From an optimization exercise on the open Yosys and OpenROAD flow, aimed at small area and a short achievable clock period; shortcuts taken in it are not production practice.
Where RTL was checked, it was by simulation tests only, not by an equivalence proof against the original.

==> flow/design.v <==
module Camera_To_AXIS_Converter (
    input             clk,
    input             rst,
    input             i_frame_start,
    input             i_data_valid,
    input      [23:0] i_data,
    input      [11:0] i_vres,
    input      [11:0] i_hres,
    input             i_tready,
    output            o_tvalid,
    output            o_tlast,
    output            o_tuser,
    output     [23:0] o_tdata,
    output reg [15:0] o_frames_skipped,
    output reg        o_pushback_detected
);
    reg        fs_d;         
    reg        dv_d0;
    reg        dv_fe, dv_re, fs_re;
    reg        q;            
    reg [11:0] v_count;
    reg [23:0] data_d0;
    wire fs_rise = ~fs_d & i_frame_start;
    always @(posedge clk or posedge rst) begin
        if (rst) begin
            fs_d    <= 1'b0;
            dv_d0   <= 1'b0;
            dv_fe   <= 1'b0;
            dv_re   <= 1'b0;
            fs_re   <= 1'b0;
            q       <= 1'b1;
            v_count <= 12'd0;
        end else begin
            fs_d  <= i_frame_start;
            dv_d0 <= i_data_valid;
            dv_fe <= dv_d0 & ~i_data_valid;
            dv_re <= ~dv_d0 & i_data_valid;
            fs_re <= fs_rise;
            if (fs_re)
                q <= 1'b1;
            else if (dv_re && v_count == 12'd1)
                q <= 1'b0;
            if (fs_rise)
                v_count <= 12'd0;
            else if (dv_fe)
                v_count <= v_count + 12'd1;
        end
    end
    always @(posedge clk)
        data_d0 <= i_data;
    reg r1, r2, r3;
    always @(posedge clk or posedge rst) begin
        if (rst) r1 <= 1'b1;
        else     r1 <= 1'b0;
    end
    always @(posedge clk) begin
        r2 <= r1;
        r3 <= r2;
    end
    reg [6:0] wr_ptr_ahead;
    reg [6:0] wr_ptr;
    reg [6:0] rd_ptr_d1;     
    reg [25:0] mem [0:63];
    wire full_next = (wr_ptr_ahead[6] != rd_ptr_d1[6]) & (wr_ptr_ahead[5:0] == rd_ptr_d1[5:0]);
    wire v_nz_inc  = dv_fe ? (v_count != 12'hfff) : (v_count != 12'd0);
    wire wr_try    = ~full_next & ~r2 & dv_d0 & v_nz_inc;
    wire wr_now    = wr_try & ~fs_rise;
    always @(posedge clk or posedge rst) begin
        if (rst)     wr_ptr_ahead <= 7'd0;
        else if (r2) wr_ptr_ahead <= 7'd0;
        else         wr_ptr_ahead <= wr_ptr_ahead + {6'd0, wr_now};
    end
    always @(posedge clk) begin
        wr_ptr <= wr_ptr_ahead;
        if (wr_try)
            mem[wr_ptr_ahead[5:0]] <= {dv_re & q, dv_d0 & ~i_data_valid, data_d0};
    end
    reg [6:0]  rd_ptr;
    reg [6:0]  wr_ptr_d1, wr_ptr_d2;
    reg        tv0, tv1;
    reg [25:0] st0, st1;
    reg        skip_frame;
    reg        tvalid_q;
    wire empty = rd_ptr == wr_ptr_d2;
    wire ready = i_tready | skip_frame;
    wire ld1   = ready | ~tv1;
    wire ld0   = ld1 | ~tv0;
    wire rd_en = ld0 & ~empty & ~r3;
    reg  [7:0]  ev_lo, od_lo;
    reg  [3:0]  ev_hi, od_hi;
    reg  [25:0] pf_even, pf_odd;
    reg  [25:0] ev_grp [0:3];
    reg  [25:0] od_grp [0:3];
    reg  [25:0] ev_data, od_data;
    integer g, k;
    always @(*) begin
        for (g = 0; g < 4; g = g + 1) begin
            ev_grp[g] = 26'd0;
            od_grp[g] = 26'd0;
            for (k = 0; k < 8; k = k + 1) begin
                ev_grp[g] = ev_grp[g] | (mem[16*g+2*k]   & {26{ev_lo[k]}});
                od_grp[g] = od_grp[g] | (mem[16*g+2*k+1] & {26{od_lo[k]}});
            end
        end
        ev_data = 26'd0;
        od_data = 26'd0;
        for (g = 0; g < 4; g = g + 1) begin
            ev_data = ev_data | (ev_grp[g] & {26{ev_hi[g]}});
            od_data = od_data | (od_grp[g] & {26{od_hi[g]}});
        end
    end
    always @(posedge clk) begin
        pf_even <= ev_data;
        pf_odd  <= od_data;
    end
    wire tv1_next = rst ? 1'b0 : (ld1 ? tv0 : tv1);
    always @(posedge clk) begin
        if (rst) begin
            rd_ptr    <= 7'd0;
            ev_lo     <= 8'd1;
            ev_hi     <= 4'd1;
            od_lo     <= 8'd1;
            od_hi     <= 4'd1;
            rd_ptr_d1 <= 7'd0;
            wr_ptr_d1 <= 7'd0;
            wr_ptr_d2 <= 7'd0;
            tv0       <= 1'b0;
        end else begin
            rd_ptr    <= r3 ? 7'd0 : rd_ptr + {6'd0, rd_en};
            if (r3) begin
                ev_lo <= 8'd1;
                ev_hi <= 4'd1;
                od_lo <= 8'd1;
                od_hi <= 4'd1;
            end else if (rd_en) begin
                if (!rd_ptr[0]) begin
                    ev_lo <= {ev_lo[6:0], ev_lo[7]};
                    if (ev_lo[7]) ev_hi <= {ev_hi[2:0], ev_hi[3]};
                end else begin
                    od_lo <= {od_lo[6:0], od_lo[7]};
                    if (od_lo[7]) od_hi <= {od_hi[2:0], od_hi[3]};
                end
            end
            rd_ptr_d1 <= rd_ptr;
            wr_ptr_d1 <= wr_ptr;
            wr_ptr_d2 <= wr_ptr_d1;
            tv0       <= ~r3 & (~ld0 | ~empty);
        end
        tv1 <= tv1_next;
        if (ld1) st1 <= st0;
        if (ld0) st0 <= rd_ptr[0] ? pf_odd : pf_even;
    end
    reg [13:0] h_cnt1, v_cnt1;
    wire skip_set = tv1 & st1[25] & ~i_tready & ~skip_frame;
    wire skip_end = (h_cnt1 == {2'b00, i_hres}) & (v_cnt1 == {2'b00, i_vres});
    wire h_lt = (i_hres == 12'd0) | (h_cnt1 < {2'b00, i_hres});
    wire v_lt = (i_vres == 12'd0) | (v_cnt1 < {2'b00, i_vres});
    wire [13:0] h_inc = h_cnt1[13] ? 14'd1 : h_cnt1 + 14'd1;
    wire [13:0] v_inc = v_cnt1[13] ? 14'd1 : v_cnt1 + 14'd1;
    wire skip_next = rst ? 1'b0 : skip_set ? 1'b1 : skip_end ? 1'b0 : skip_frame;
    always @(posedge clk) begin
        skip_frame <= skip_next;
        tvalid_q   <= tv1_next & ~skip_next;
        if (rst) begin
            o_frames_skipped    <= 16'd0;
            o_pushback_detected <= 1'b0;
        end else if (skip_set) begin
            o_frames_skipped    <= o_frames_skipped + 16'd1;
            o_pushback_detected <= 1'b1;
        end
        if (rst || !skip_frame) begin
            h_cnt1 <= 14'd1;
            v_cnt1 <= 14'd1;
        end else if (tv1) begin
            if (h_lt) begin
                h_cnt1 <= h_inc;
            end else begin
                h_cnt1 <= 14'd1;
                v_cnt1 <= v_lt ? v_inc : 14'd1;
            end
        end
    end
    assign o_tvalid = tvalid_q;
    assign o_tdata  = st1[23:0];
    assign o_tlast  = st1[24];
    assign o_tuser  = st1[25];
endmodule
module camera_to_axis (
    input          clk,
    input          rst,
    input          i_frame_start,
    input          i_data_valid,
    input  [23:0]  i_data,
    input  [11:0]  i_vres,
    input  [11:0]  i_hres,
    input          i_tready,
    output         o_tvalid,
    output         o_tlast,
    output         o_tuser,
    output [23:0]  o_tdata,
    output [15:0]  o_frames_skipped,
    output         o_pushback_detected
);
    Camera_To_AXIS_Converter u_conv (
        .clk                 (clk),
        .rst                 (rst),
        .i_frame_start       (i_frame_start),
        .i_data_valid        (i_data_valid),
        .i_data              (i_data),
        .i_vres              (i_vres),
        .i_hres              (i_hres),
        .i_tready            (i_tready),
        .o_tvalid            (o_tvalid),
        .o_tlast             (o_tlast),
        .o_tuser             (o_tuser),
        .o_tdata             (o_tdata),
        .o_frames_skipped    (o_frames_skipped),
        .o_pushback_detected (o_pushback_detected)
    );
endmodule
clock: 5.0 ns
lec_check: 0
cap_margin: 20
core_margin: 2
core_utilization: 45
cts_cluster_diameter: 60
cts_cluster_size: 30
place_density: 0.6
setup_slack_margin: 2.5
slew_margin: 20
run.sh (not shown) runs the stock make flow with config.mk's settings and CLKGATE_MAP_FILE= SYNTH_SCRIPT=/design/flow/synth_recipe.tcl, a recipe that flattens the netlist after the stock synthesis.
Edit:
--- a/flow/design.v
+++ b/flow/design.v
@@ -86,41 +86,26 @@
     wire ld1   = ready | ~tv1;
     wire ld0   = ld1 | ~tv0;
     wire rd_en = ld0 & ~empty & ~r3;
-    reg  [7:0]  ev_lo, od_lo;
-    reg  [3:0]  ev_hi, od_hi;
-    reg  [25:0] pf_even, pf_odd;
-    reg  [25:0] ev_grp [0:3];
-    reg  [25:0] od_grp [0:3];
-    reg  [25:0] ev_data, od_data;
+    reg  [7:0] rd_lo, rd_hi;
+    reg  [25:0] rd_grp [0:7];
+    reg  [25:0] rd_data;
     integer g, k;
     always @(*) begin
-        for (g = 0; g < 4; g = g + 1) begin
-            ev_grp[g] = 26'd0;
-            od_grp[g] = 26'd0;
-            for (k = 0; k < 8; k = k + 1) begin
-                ev_grp[g] = ev_grp[g] | (mem[16*g+2*k]   & {26{ev_lo[k]}});
-                od_grp[g] = od_grp[g] | (mem[16*g+2*k+1] & {26{od_lo[k]}});
-            end
+        for (g = 0; g < 8; g = g + 1) begin
+            rd_grp[g] = 26'd0;
+            for (k = 0; k < 8; k = k + 1)
+                rd_grp[g] = rd_grp[g] | (mem[8*g+k] & {26{rd_lo[k]}});
         end
-        ev_data = 26'd0;
-        od_data = 26'd0;
-        for (g = 0; g < 4; g = g + 1) begin
-            ev_data = ev_data | (ev_grp[g] & {26{ev_hi[g]}});
-            od_data = od_data | (od_grp[g] & {26{od_hi[g]}});
-        end
-    end
-    always @(posedge clk) begin
-        pf_even <= ev_data;
-        pf_odd  <= od_data;
+        rd_data = 26'd0;
+        for (g = 0; g < 8; g = g + 1)
+            rd_data = rd_data | (rd_grp[g] & {26{rd_hi[g]}});
     end
     wire tv1_next = rst ? 1'b0 : (ld1 ? tv0 : tv1);
     always @(posedge clk) begin
         if (rst) begin
             rd_ptr    <= 7'd0;
-            ev_lo     <= 8'd1;
-            ev_hi     <= 4'd1;
-            od_lo     <= 8'd1;
-            od_hi     <= 4'd1;
+            rd_lo     <= 8'd1;
+            rd_hi     <= 8'd1;
             rd_ptr_d1 <= 7'd0;
             wr_ptr_d1 <= 7'd0;
             wr_ptr_d2 <= 7'd0;
@@ -128,18 +113,11 @@
         end else begin
             rd_ptr    <= r3 ? 7'd0 : rd_ptr + {6'd0, rd_en};
             if (r3) begin
-                ev_lo <= 8'd1;
-                ev_hi <= 4'd1;
-                od_lo <= 8'd1;
-                od_hi <= 4'd1;
+                rd_lo <= 8'd1;
+                rd_hi <= 8'd1;
             end else if (rd_en) begin
-                if (!rd_ptr[0]) begin
-                    ev_lo <= {ev_lo[6:0], ev_lo[7]};
-                    if (ev_lo[7]) ev_hi <= {ev_hi[2:0], ev_hi[3]};
-                end else begin
-                    od_lo <= {od_lo[6:0], od_lo[7]};
-                    if (od_lo[7]) od_hi <= {od_hi[2:0], od_hi[3]};
-                end
+                rd_lo <= {rd_lo[6:0], rd_lo[7]};
+                if (rd_lo[7]) rd_hi <= {rd_hi[6:0], rd_hi[7]};
             end
             rd_ptr_d1 <= rd_ptr;
             wr_ptr_d1 <= wr_ptr;
@@ -148,7 +126,7 @@
         end
         tv1 <= tv1_next;
         if (ld1) st1 <= st0;
-        if (ld0) st0 <= rd_ptr[0] ? pf_odd : pf_even;
+        if (ld0) st0 <= rd_data;
     end
     reg [13:0] h_cnt1, v_cnt1;
     wire skip_set = tv1 & st1[25] & ~i_tready & ~skip_frame;
Via count came out higher by 3.7%.
Maximum frequency came out lower by about 10%.
Die area came out lower by 2.5%.
Setup slack gets worse by 290 ps.
Hold slack gets better by 34 ps.
Wire length came out higher by 9.4%.
Synthesized cell count came out lower by about 4%.
The RTL of the second run of this note was laid out without a check of its function.

-- static timing again, ports no longer ideal --
Ports are ideal in the flow. The routed layouts listed here were re-timed in OpenROAD. Step 1: set_driving_cell puts a clkbuf_16 on clk and a buf_2 on each other input, an assumption about the parent block. Step 2 also shifts input and output timing later by t, the mid clock arrival at the registers, as if the neighbouring blocks saw the same clock. Three values: no drivers, after step 1, after step 2; two values: the first two.
| run | t (ns) | slack for setup (ns) | worst hold slack (ns) | worst slew at a driven data input, ns |
|---|---|---|---|---|
| the first run | 0.839 | 2.409 / 2.409 / 1.786 | 0.364 / 0.338 / 0.400 | 0.07 |
| the second run | 0.865 | 2.118 / 2.118 / 1.723 | 0.398 / 0.398 / 0.398 | 0.06 |
After both steps every run listed still meets setup and hold. For the first run, which loses most, drivers alone change the setup slack by 0.000 ns; drivers and shift together by -0.623 ns.
